From an optimization exercise on the open Yosys and OpenROAD flow, aimed at small area; shortcuts taken in it are not production practice.
Only simulation tests tie the RTL to the original design; equivalence was not proved.

== oak ==
// convolution
module convolution #(parameter BW1=16, BW2=16, STRIDE=1, xs=32, ws=5)
	(input iCLK, iRSTn, iWren,
	 input [4:0] iADDR,
	 input [7:0] iWeight,
	 input signed [7:0] iX,
	 input iValid,
	 output signed [BW2-1:0] oPsum,
	 output oValid);
Settings: LEC_CHECK=0, CAP_MARGIN=20, CORE_MARGIN=2, CORE_UTILIZATION=40, CTS_CLUSTER_DIAMETER=45, CTS_CLUSTER_SIZE=30, PLACE_DENSITY=0.6, SLEW_MARGIN=20, SYNTH_HIERARCHICAL=1, SYNTH_MINIMUM_KEEP_SIZE=0; clock period 8.0 ns.
run.sh (not shown) runs the stock make flow with config.mk's settings and CLKGATE_MAP_FILE= SYNTH_SCRIPT=/design/flow/synth_recipe.tcl, a recipe that flattens the netlist after the stock synthesis.
oak finished all stages; the layout is clean.
Setup changes, oak to pine
# oak
export LEC_CHECK = 0
export CAP_MARGIN = 20
export CORE_MARGIN = 2
export CORE_UTILIZATION = 40
export CTS_CLUSTER_DIAMETER = 45
export CTS_CLUSTER_SIZE = 30
export PLACE_DENSITY = 0.6
export SLEW_MARGIN = 20
export SYNTH_HIERARCHICAL = 1
export SYNTH_MINIMUM_KEEP_SIZE = 0
create_clock -name core_clock -period 8.0 [get_ports {iCLK}]
# pine
export LEC_CHECK = 0
export CAP_MARGIN = 20
export CORE_MARGIN = 2
export CORE_UTILIZATION = 55
export CTS_CLUSTER_DIAMETER = 150
export CTS_CLUSTER_SIZE = 22
export PLACE_DENSITY = 0.75
export SLEW_MARGIN = 20
export SYNTH_HIERARCHICAL = 1
export SYNTH_MINIMUM_KEEP_SIZE = 0
create_clock -name core_clock -period 8.0 [get_ports {iCLK}]
[summary]
pine vs. oak: sequential share of layout area rose by 1.6 points, layout overhead on the synthesized area decreased 5.1 points.
oak -> pine: top-level I/O count delta 0, exact match
Non-filler instance count after layout: lower on pine
The number of well-tap cells placed reported for pine is smaller than that of oak by 714.
pine vs oak: sum of routed wire segments on met1 down by a little under 10%
Taking oak as the reference, in pine number of antenna violations at the first check in global routing rose 3, placement-stage worst setup slack moved up, share of the core filled with cells in the final layout has increased.
The inputs of birch differ from those of pine as listed below.
# pine
export LEC_CHECK = 0
export CAP_MARGIN = 20
export CORE_MARGIN = 2
export CORE_UTILIZATION = 55
export CTS_CLUSTER_DIAMETER = 150
export CTS_CLUSTER_SIZE = 22
export PLACE_DENSITY = 0.75
export SLEW_MARGIN = 20
export SYNTH_HIERARCHICAL = 1
export SYNTH_MINIMUM_KEEP_SIZE = 0
create_clock -name core_clock -period 8.0 [get_ports {iCLK}]
# birch
export LEC_CHECK = 0
export CAP_MARGIN = 20
export CORE_MARGIN = 2
export CORE_UTILIZATION = 60
export PLACE_DENSITY = 0.7
export SLEW_MARGIN = 20
export SYNTH_HIERARCHICAL = 1
export SYNTH_MINIMUM_KEEP_SIZE = 0
create_clock -name core_clock -period 8.0 [get_ports {iCLK}]
Findings:
Summary of birch over pine: number of H-tree levels now sits higher; count of clock-buffer cells in the layout now larger. birch: all stages complete, timing, DRC and antenna checks passed. Looking at data required time of the critical path, birch sits above pine. Between pine and birch, the number of standard cells in the final layout excluding fillers does not differ in any meaningful way. Note that the total of fill cells in the finished design recorded for birch amounts to 0.866 times the value seen in pine. There was hardly any difference in via count normalized by instance count between birch and pine.

---

== run A ==
Starting RTL as in the previous note.
export LEC_CHECK = 0
export CAP_MARGIN = 20
export CORE_MARGIN = 2
export CORE_UTILIZATION = 40
export CTS_BUF_LIST = sky130_fd_sc_hd__clkbuf_8
export CTS_CLUSTER_SIZE = 30
export PLACE_DENSITY = 0.6
export SLEW_MARGIN = 20
export SYNTH_HIERARCHICAL = 1
export SYNTH_MINIMUM_KEEP_SIZE = 0
create_clock -name core_clock -period 8.0 [get_ports {iCLK}]
In summary, run A completed successfully, with a layout that passed the timing, design-rule and antenna checks.
The inputs of run B differ from those of run A as listed below.
Settings: removing CTS_BUF_LIST (formerly sky130_fd_sc_hd__clkbuf_8); removing CTS_CLUSTER_SIZE (formerly 30).
Notes after the runs:
When the final numbers for run A and run B were put side by side, the aggregate routed wire length turned out to be smaller in run B.
On global-route usage, run B tracks run A almost exactly.
On sequential share of cell area, run A tracks run B almost exactly.
Reported for run A and run B, cell area reported after detailed placement turned out identical to the last digit.
Status: final area parity (run B, run A)
Taking run A as the reference, in run B final setup slack of the worst path now sits lower.
[inputs] run C vs run B
Settings: CTS_CLUSTER_DIAMETER now 60, previously not set; CTS_CLUSTER_SIZE now 25, previously not set.
### Flow results
Sort run B and run C by number of non-filler instances in the completed layout desc -> top: run B
Run B → run C: post-route fraction of the period consumed by the critical path now sits higher, wire length moved down, worst-case setup margin in the final layout went down 110 ps, number of cell instances on the worst register-to-register path dropped 1, cell area after layout has decreased.
Run C -> run B: flip-flop and latch count flat
### run C -> run D
Settings: CTS_CLUSTER_DIAMETER now 150, was 60; CTS_CLUSTER_SIZE now 22, was 25.
[summary]
As far as non-clock buffer count goes, run C and run D are indistinguishable; the numbers are identical. Cell area: run D better than run C.

what the ideal ports hide:
How much do the figures lean on ideal ports? The routed layouts below were timed once more, with nothing changed but the port constraints.
Step 1 assumes that a clkbuf_16 drives the clock port and a buf_2 every other input.
Step 2 also shifts input and output timing later by t, the mid clock arrival at the registers, as if the neighbouring blocks saw the same clock.
Slacks: no drivers / after step 1 / after step 2; pairs: no drivers / after step 1.
| run | t (ns) | setup slack, ns | worst setup path at the end |
|---|---|---|---|
| oak | 0.856 | 0.351 / 0.351 / 0.351 | register to register |
| pine | 0.766 | 0.534 / 0.534 / 0.534 | register to register |
| birch | 0.835 | 0.477 / 0.477 / 0.477 | register to register |
| run A | 1.018 | 0.574 / 0.574 / 0.574 | register to register |
| run B | 0.853 | 0.538 / 0.538 / 0.538 | register to register |
| run C | 0.830 | 0.425 / 0.425 / 0.425 | register to register |
| run D | 0.800 | 0.349 / 0.349 / 0.349 | register to register |
After both steps every run listed still meets setup and hold.
